Context: an optimization exercise on an open-source flow, tuned for small area and a short achievable clock period. The choices shown serve that exercise and are no tape-out recipe. At most, simulation tests tie the RTL to the original design; equivalence was not proved. The clock input has no modelled driver; a real chip could not lean on it and would need a root buffer or a full tree. No activity file was given, so power comes from the tool's default toggle rates.

==> module RAM, before the edit <==
module RAM (
    input  wire       CLK,
    input  wire       rst_n,
    input  wire [9:0] din,
    input  wire       rx_valid,
    input  wire [2:0] tx_pos,
    output reg  [2:0] ph,
    output reg        tx_valid,
    output wire       tx_bit
);
    integer r, p, j;
    always @(posedge CLK)
        case (ph)
        3'd0: ph <= 3'd1;
        3'd1: ph <= 3'd2;
        3'd2: ph <= 3'd3;
        3'd3: ph <= 3'd4;
        3'd4: ph <= 3'd5;
        3'd5: ph <= 3'd6;
        3'd6: ph <= 3'd7;
        3'd7: ph <= 3'd0;
        default: ph <= 3'd0;
        endcase
    reg [7:0]  address;
    reg [15:0] asel;
    always @(posedge CLK, negedge rst_n) begin
        if (!rst_n) begin
            address  <= 8'b0;
            asel     <= 16'b1;
            tx_valid <= 1'b0;
        end
        else if (rx_valid) begin
            if (!din[8]) begin
                address <= din[7:0];
                asel    <= 16'b1 << din[3:0];
            end
            tx_valid <= din[9] & din[8];
        end
    end
    reg [7:0]  wdata;
    reg [7:4]  wa;
    reg        wact;
    reg [15:0] wlo;
    reg [2:0]  wcnt;
    reg        wbit;
    wire       wload = rx_valid && din[9:8] == 2'b01;
    always @(posedge CLK) begin
        if (wload) begin
            wdata <= din[7:0];
            wa    <= address[7:4];
            wact  <= 1'b1;
            wlo   <= asel;
            wcnt  <= 3'd0;
        end
        else begin
            if (wcnt == 3'd7) wact <= 1'b0;
            wcnt <= wcnt + 1'b1;
        end
    end
    wire [15:0] whi = wact ? 16'b1 << wa : 16'b0;
    wire [2:0] wpos = ~(ph + 3'd1);
    always @(posedge CLK)
        wbit <= wload ? din[wpos] : wdata[wpos];
    reg [2047:0] mem;
    always @(posedge CLK)
        for (r = 0; r < 256; r = r + 1) begin
            for (p = 1; p < 8; p = p + 1)
                mem[8*r+p] <= mem[8*r+p-1];
            mem[8*r] <= (whi[r/16] && wlo[r%16]) ? wbit : mem[8*r+7];
        end
    reg [15:0] m1;
    reg        b;
    always @(posedge CLK)
        for (r = 0; r < 16; r = r + 1) begin
            b = 1'b0;
            for (j = 0; j < 16; j = j + 1)
                b = b | (asel[j] & mem[8*(16*r + j)]);
            m1[r] <= b;
        end
    reg [7:0] S;
    always @(posedge CLK)
        S <= {S[6:2], m1[address[7:4]], S[0], S[7]};
    assign tx_bit = S[tx_pos];
endmodule
export LEC_CHECK = 0
export ABC_AREA = 1
export CAP_MARGIN = 40
export CORE_MARGIN = 2
export CORE_UTILIZATION = 65
export PLACE_DENSITY = 0.75
export SETUP_SLACK_MARGIN = 2.2
export SLEW_MARGIN = 40
create_clock -name core_clock -period 4.0 [get_ports {CLK}]
standard.sh (not shown) runs the stock make flow with config.mk's settings and CLKGATE_MAP_FILE= SYNTH_SCRIPT=/design/flow/synth_recipe.tcl, a recipe that flattens the netlist after the stock synthesis.
==> flow/flow/run.sh <==
#!/bin/bash
# The standard layout, with the clock tree built by flow/cts_hook.tcl.
set -euo pipefail
W=$(pwd)
bash standard.sh PRE_CTS_TCL="$W/flow/cts_hook.tcl" finish > "$W/orfs_make.log" 2>&1
Other scripts of this flow, unchanged in this note and not shown: flow/flow/cts_hook.tcl, flow/flow/mytree.tcl
==> next run, changes <==
--- a/flow/design.v
+++ b/flow/design.v
@@ -100,50 +100,53 @@
             tx_valid <= din[9] & din[8];
         end
     end
     reg [7:0]  wdata;
-    reg [7:4]  wa;
-    reg        wact;
+    reg [15:0] whi;
     reg [15:0] wlo;
     reg [2:0]  wcnt;
+    reg [2:0]  wpos;
     reg        wbit;
     wire       wload = rx_valid && din[9:8] == 2'b01;
     always @(posedge CLK) begin
         if (wload) begin
             wdata <= din[7:0];
-            wa    <= address[7:4];
-            wact  <= 1'b1;
+            whi   <= 16'b1 << address[7:4];
             wlo   <= asel;
             wcnt  <= 3'd0;
         end
         else begin
-            if (wcnt == 3'd7) wact <= 1'b0;
+            if (wcnt == 3'd7) whi <= 16'b0;
             wcnt <= wcnt + 1'b1;
         end
     end
-    wire [15:0] whi = wact ? 16'b1 << wa : 16'b0;
-    wire [2:0] wpos = ~(ph + 3'd1);
-    always @(posedge CLK)
+    always @(posedge CLK) begin
+        wpos <= ~(ph + 3'd2);
         wbit <= wload ? din[wpos] : wdata[wpos];
+    end
     reg [2047:0] mem;
     always @(posedge CLK)
         for (r = 0; r < 256; r = r + 1) begin
             for (p = 1; p < 8; p = p + 1)
                 mem[8*r+p] <= mem[8*r+p-1];
             mem[8*r] <= (whi[r/16] && wlo[r%16]) ? wbit : mem[8*r+7];
         end
     reg [15:0] m1;
+    reg [3:0]  m2;
     reg        b;
-    always @(posedge CLK)
+    always @(posedge CLK) begin
         for (r = 0; r < 16; r = r + 1) begin
             b = 1'b0;
             for (j = 0; j < 16; j = j + 1)
                 b = b | (asel[j] & mem[8*(16*r + j)]);
             m1[r] <= b;
         end
+        for (r = 0; r < 4; r = r + 1)
+            m2[r] <= m1[4*r + address[5:4]];
+    end
     reg [7:0] S;
     always @(posedge CLK)
-        S <= {S[6:2], m1[address[7:4]], S[0], S[7]};
+        S <= {S[6:3], m2[address[7:6]], S[1:0], S[7]};
     assign tx_bit = S[tx_pos];
 endmodule
 module SPI_Wrapper (
     input  wire CLK,
Effect: Clock power rose by about 2%; routed wire length rises by 2.7%; utilization came out lower by 0.52 points; cell area came out lower by 0.42%; final cell count decreases by 3.7%; die area increases by 0.63%; sequential cell count grows by 17; via count rises by 0.34%; synthesized cell count fell by 3.3%; total power is higher by 1.1%.
No functional check of the RTL was part of the first run of this note. No run of this note takes its clock network from TritonCTS; it comes from the design's own scripts or RTL.

---

RTL: one of the versions met above, not the one the previous note started from.
Size: roughly 3100 cells after synthesis, ~2200 flip-flops, about 5 I/O pins, about 51000 um2 of cells after synthesis.
==> module RAM, before the edit <==
module RAM (
    input  wire       CLK,
    input  wire       rst_n,
    input  wire [9:0] din,
    input  wire       rx_valid,
    input  wire [2:0] tx_pos,
    output reg  [2:0] ph,
    output reg        tx_valid,
    output wire       tx_bit
);
    integer r, p, j;
    always @(posedge CLK)
        case (ph)
        3'd0: ph <= 3'd1;
        3'd1: ph <= 3'd2;
        3'd2: ph <= 3'd3;
        3'd3: ph <= 3'd4;
        3'd4: ph <= 3'd5;
        3'd5: ph <= 3'd6;
        3'd6: ph <= 3'd7;
        3'd7: ph <= 3'd0;
        default: ph <= 3'd0;
        endcase
    reg [7:0]  address;
    reg [15:0] asel;
    always @(posedge CLK, negedge rst_n) begin
        if (!rst_n) begin
            address  <= 8'b0;
            asel     <= 16'b1;
            tx_valid <= 1'b0;
        end
        else if (rx_valid) begin
            if (!din[8]) begin
                address <= din[7:0];
                asel    <= 16'b1 << din[3:0];
            end
            tx_valid <= din[9] & din[8];
        end
    end
    reg [7:0]  wdata;
    reg [15:0] whi;
    reg [15:0] wlo;
    reg [2:0]  wcnt;
    reg [2:0]  wpos;
    reg        wbit;
    wire       wload = rx_valid && din[9:8] == 2'b01;
    always @(posedge CLK) begin
        if (wload) begin
            wdata <= din[7:0];
            whi   <= 16'b1 << address[7:4];
            wlo   <= asel;
            wcnt  <= 3'd0;
        end
        else begin
            if (wcnt == 3'd7) whi <= 16'b0;
            wcnt <= wcnt + 1'b1;
        end
    end
    always @(posedge CLK) begin
        wpos <= ~(ph + 3'd2);
        wbit <= wload ? din[wpos] : wdata[wpos];
    end
    reg [2047:0] mem;
    always @(posedge CLK)
        for (r = 0; r < 256; r = r + 1) begin
            for (p = 1; p < 8; p = p + 1)
                mem[8*r+p] <= mem[8*r+p-1];
            mem[8*r] <= (whi[r/16] && wlo[r%16]) ? wbit : mem[8*r+7];
        end
    reg [15:0] m1;
    reg [3:0]  m2;
    reg        b;
    always @(posedge CLK) begin
        for (r = 0; r < 16; r = r + 1) begin
            b = 1'b0;
            for (j = 0; j < 16; j = j + 1)
                b = b | (asel[j] & mem[8*(16*r + j)]);
            m1[r] <= b;
        end
        for (r = 0; r < 4; r = r + 1)
            m2[r] <= m1[4*r + address[5:4]];
    end
    reg [7:0] S;
    always @(posedge CLK)
        S <= {S[6:3], m2[address[7:6]], S[1:0], S[7]};
    assign tx_bit = S[tx_pos];
endmodule
==> flow/config.mk <==
export PLATFORM = sky130hd
export DESIGN_NAME = SPI_Wrapper
export DESIGN_NICKNAME = SPI_Wrapper
export VERILOG_FILES = /design/flow/design.v
export SDC_FILE = /design/flow/constraint.sdc
export NUM_CORES = 4
export LEC_CHECK = 0
export CAP_MARGIN = 40
export CORE_MARGIN = 2
export CORE_UTILIZATION = 40
export SETUP_SLACK_MARGIN = 2.3
export SLEW_MARGIN = 40
==> flow/constraint.sdc <==
create_clock -name core_clock -period 4.0 [get_ports {CLK}]
set_input_delay 0.8000 -clock core_clock [delete_from_list [all_inputs] [get_ports {CLK}]]
set_output_delay 0.8000 -clock core_clock [all_outputs]
set_load 0.01 [all_outputs]
Scripts as last shown in full above: flow/flow/run.sh
Other scripts of this flow, unchanged in this note and not shown: flow/flow/cts_hook.tcl, flow/flow/mytree.tcl
The first run ran to the end with no violations.
Edit:
--- a/flow/design.v
+++ b/flow/design.v
@@ -82,45 +82,50 @@
         3'd5: ph <= 3'd6;
         3'd6: ph <= 3'd7;
         3'd7: ph <= 3'd0;
         default: ph <= 3'd0;
         endcase
-    reg [7:0]  address;
+    reg [7:4]  address;
     reg [15:0] asel;
+    reg        zflag;
+    always @(posedge CLK)
+        if (rx_valid && !din[8]) begin
+            address <= din[7:4];
+            asel    <= 16'b1 << din[3:0];
+        end
     always @(posedge CLK, negedge rst_n) begin
         if (!rst_n) begin
-            address  <= 8'b0;
-            asel     <= 16'b1;
+            zflag    <= 1'b1;
             tx_valid <= 1'b0;
         end
         else if (rx_valid) begin
-            if (!din[8]) begin
-                address <= din[7:0];
-                asel    <= 16'b1 << din[3:0];
-            end
+            if (!din[8]) zflag <= 1'b0;
             tx_valid <= din[9] & din[8];
         end
     end
+    wire [15:0] rsel = zflag ? 16'b1 : asel;
+    wire [7:4]  rhi  = zflag ? 4'b0 : address;
     reg [7:0]  wdata;
     reg [15:0] whi;
-    reg [15:0] wlo;
+    reg        wz;
     reg [2:0]  wcnt;
     reg [2:0]  wpos;
     reg        wbit;
     wire       wload = rx_valid && din[9:8] == 2'b01;
     always @(posedge CLK) begin
         if (wload) begin
             wdata <= din[7:0];
-            whi   <= 16'b1 << address[7:4];
-            wlo   <= asel;
+            whi   <= 16'b1 << rhi;
+            wz    <= zflag;
             wcnt  <= 3'd0;
         end
         else begin
             if (wcnt == 3'd7) whi <= 16'b0;
             wcnt <= wcnt + 1'b1;
         end
     end
+    wire [15:0] wlo = wz ? 16'b1 : asel;
     always @(posedge CLK) begin
         wpos <= ~(ph + 3'd2);
         wbit <= wload ? din[wpos] : wdata[wpos];
     end
     reg [2047:0] mem;
@@ -135,19 +140,19 @@
     reg        b;
     always @(posedge CLK) begin
         for (r = 0; r < 16; r = r + 1) begin
             b = 1'b0;
             for (j = 0; j < 16; j = j + 1)
-                b = b | (asel[j] & mem[8*(16*r + j)]);
+                b = b | (rsel[j] & mem[8*(16*r + j)]);
             m1[r] <= b;
         end
         for (r = 0; r < 4; r = r + 1)
-            m2[r] <= m1[4*r + address[5:4]];
+            m2[r] <= m1[4*r + rhi[5:4]];
     end
     reg [7:0] S;
     always @(posedge CLK)
-        S <= {S[6:3], m2[address[7:6]], S[1:0], S[7]};
+        S <= {S[6:3], m2[rhi[7:6]], S[1:0], S[7]};
     assign tx_bit = S[tx_pos];
 endmodule
 module SPI_Wrapper (
     input  wire CLK,
     input  wire rst_n,
Fmax barely changes.
Worst setup slack degrades by 0.0053 ns.
Cell count came out higher by about 2.4%.
Sequential cell count came out lower by 14.
Final area came out higher by 1.4%.
Worst hold slack improves by 0.0087 ns.
Total power came out lower by 0.76%.
Area after synthesis barely changes.
Global-route usage stays flat.
Only the layout flow was run in the second run of this note; the RTL was not checked for function there. No run of this note takes its clock network from TritonCTS; it comes from the design's own scripts or RTL.

static timing again, ports no longer ideal:
Ports are ideal in the flow. The routed layouts listed here were re-timed in OpenROAD.
Step 1, drivers: a clkbuf_16 drives CLK and a buf_2 each remaining input, both assumed.
Step 2 times the ports against the registers' clock, not the clock port: input delays grow and output delays shrink by t, the midpoint of the rising clock arrivals with the driver on.
a / b / c = no drivers / after step 1 / after step 2; a / b = the first two.
run | t, ns | setup WS [ns] | worst hold slack (ns)
the first run of note 1 | 0.618 | 2.190 / 2.040 / 2.203 | 0.323 / 0.323 / 0.323
the second run of note 1 | 0.621 | 2.176 / 2.021 / 2.213 | 0.319 / 0.319 / 0.319
the first run of note 2 | 0.665 | 2.150 / 2.000 / 1.999 | 0.316 / 0.316 / 0.316
the second run of note 2 | 0.660 | 2.144 / 1.997 / 1.995 | 0.325 / 0.324 / 0.324
After both steps every run listed still meets setup and hold. The setup slack of the first run of note 2, which loses most, moves by -0.150 ns with the drivers and by -0.151 ns with both steps.
